This is an optimization exercise on Yosys and OpenROAD, whose aim is small area, a short achievable clock period and few clock cycles per item, not a production implementation. Only simulation tests tie the RTL to the original design; equivalence was not proved. Power and IR drop assume default switching activity.

==> flow/design.v (excerpt) <==
module MUL #(
    parameter WIDTH = 32
) (
    input  [ 0:0] clk,
    input  [ 0:0] rst,
    input  [ 0:0] start,
    input  [31:0] a,
    input  [31:0] b,
    output [63:0] res,
    output [ 0:0] finish
);
reg  [5:0] p;
reg  [32:0] s_q, c_q;         
reg  [7:0] ls_q, lc_q;       
reg         n3_q;             
reg  [31:0] l_q;              
reg  [29:0] h_q;              
reg  [3:0] one_q, two_q, neg_q;  
reg         sgn_q;
wire first = p[0];
wire [32:0] sfb = first ? 33'h100000000 : s_q;
wire [32:0] cfb = first ? 33'h0 : c_q;
wire [32:0] am = {1'b0, a[30:0], 1'b0};    
wire [31:0] pp0;
wire [31:0] pp1;
wire [31:0] pp2;
wire [31:0] pp3;
genvar gj;
generate for (gj = 0; gj < 32; gj = gj + 1) begin : g_pp
    assign pp0[gj] = ((one_q[0] & am[gj+1]) | (two_q[0] & am[gj])) ^ neg_q[0];
    assign pp1[gj] = ((one_q[1] & am[gj+1]) | (two_q[1] & am[gj])) ^ neg_q[1];
    assign pp2[gj] = ((one_q[2] & am[gj+1]) | (two_q[2] & am[gj])) ^ neg_q[2];
    assign pp3[gj] = ((one_q[3] & am[gj+1]) | (two_q[3] & am[gj])) ^ neg_q[3];
end endgenerate
wire fs0;
wire fc0;
wire hs0;
wire hc0;
wire hs1;
wire hc1;
wire fs1;
wire fc1;
wire hs2;
wire hc2;
wire fs2;
wire fc2;
wire hs3;
wire hc3;
wire fs3;
wire fc3;
wire fs4;
wire fc4;
wire fs5;
wire fc5;
wire fs6;
wire fc6;
wire fs7;
wire fc7;
wire fs8;
wire fc8;
wire fs9;
wire fc9;
wire fs10;
wire fc10;
wire fs11;
wire fc11;
wire fs12;
wire fc12;
wire fs13;
wire fc13;
wire fs14;
wire fc14;
wire fs15;
wire fc15;
wire fs16;
wire fc16;
wire fs17;
wire fc17;
wire fs18;
wire fc18;
wire fs19;
wire fc19;
wire fs20;
wire fc20;
wire fs21;
wire fc21;
wire fs22;
wire fc22;
wire fs23;
wire fc23;
wire fs24;
wire fc24;
wire fs25;
wire fc25;
wire fs26;
wire fc26;
wire fs27;
wire fc27;
wire fs28;
wire fc28;
wire fs29;
wire fc29;
wire fs30;
wire fc30;
wire fs31;
wire fc31;
wire fs32;
wire fc32;
wire fs33;
wire fc33;
wire fs34;
wire fc34;
wire fs35;
wire fc35;
wire fs36;
wire fc36;
wire fs37;
wire fc37;
wire fs38;
wire fc38;
wire fs39;
wire fc39;
wire fs40;
wire fc40;
  ...
Size in the first run: about 130 I/O pins.
Settings: LEC_CHECK=0, CAP_MARGIN=20, CORE_MARGIN=2, CORE_UTILIZATION=40, CTS_BUF_LIST=sky130_fd_sc_hd__clkbuf_8, GPL_ROUTABILITY_DRIVEN=0, SETUP_SLACK_MARGIN=1.4, SLEW_MARGIN=20; clock period 4.0 ns.
run.sh (not shown) runs the stock make flow with config.mk's settings and CLKGATE_MAP_FILE= SYNTH_SCRIPT=/design/flow/synth_recipe.tcl, a recipe that flattens the netlist after the stock synthesis.
Testbench counts at the start, summed over its fixed seeds: cycles 5,376, items 768.
Edit:
- GPL_ROUTABILITY_DRIVEN: 0 -> unset
- SETUP_SLACK_MARGIN: 1.4 -> 1.3
Effect: Clock power hardly moves. Area after synthesis is unchanged. Combinational power drops by 6.4%. Routed wire length is lower by 3.0%.
Edit:
- CAP_MARGIN: 20 -> 0
- SETUP_SLACK_MARGIN: 1.3 -> 1.4
- SLEW_MARGIN: 20 -> 0
Area after synthesis does not change.
Via count is higher slightly.
Die area stays the same.
Cell area is higher by a few percent.
Wire length is higher by a few percent.
First-iteration DRC count grows by a little under a tenth.
Clock power hardly moves.
Worst setup slack is better by 0.092 ns.
Core utilization went up by 2.0 points.
Edit:
- CAP_MARGIN: 0 -> 20
- CORE_UTILIZATION: 40 -> 60
- CTS_BUF_LIST: sky130_fd_sc_hd__clkbuf_8 -> unset
- SETUP_SLACK_MARGIN: 1.4 -> 1.2
- SLEW_MARGIN: 0 -> 20
Global-route usage goes up by 8.4 points.
Setup slack is worse by 0.22 ns.
Critical path depth went down by 1.
Cell area fell by a few percent.
Sequential power hardly moves.
Count of clock-buffer cells in the layout does not change.
Sequential cell count stays the same.
Cell count is lower by roughly a tenth.
Clock skew shrinks by 0.016 ns.
Area after synthesis stays the same.
Via count is about the same.
Edit:
- CORE_UTILIZATION: 60 -> 45
- CTS_BUF_LIST: unset -> sky130_fd_sc_hd__clkbuf_8
- SETUP_SLACK_MARGIN: 1.2 -> 1.45
Effect: The new run finished clean; worst setup slack is better by 0.22 ns; via count rises by 2.3%; first-iteration DRC count rises by 1.1%; wire length rises by 11%.
Edit:
- CAP_MARGIN: 20 -> 10
- CORE_UTILIZATION: 45 -> 40
- SETUP_SLACK_MARGIN: 1.45 -> 1.4
- SLEW_MARGIN: 20 -> 10
Effect: The changed run completed without violations; first-iteration DRC count shrinks by 13%; non-clock buffer count shrinks by 26; die area grows by 12%; fmax is about the same; synthesized cell count does not change; setup slack barely changes; via count shrinks by 2.4%; cell count grows by 1.3%; utilization shrinks by 7.4 points.
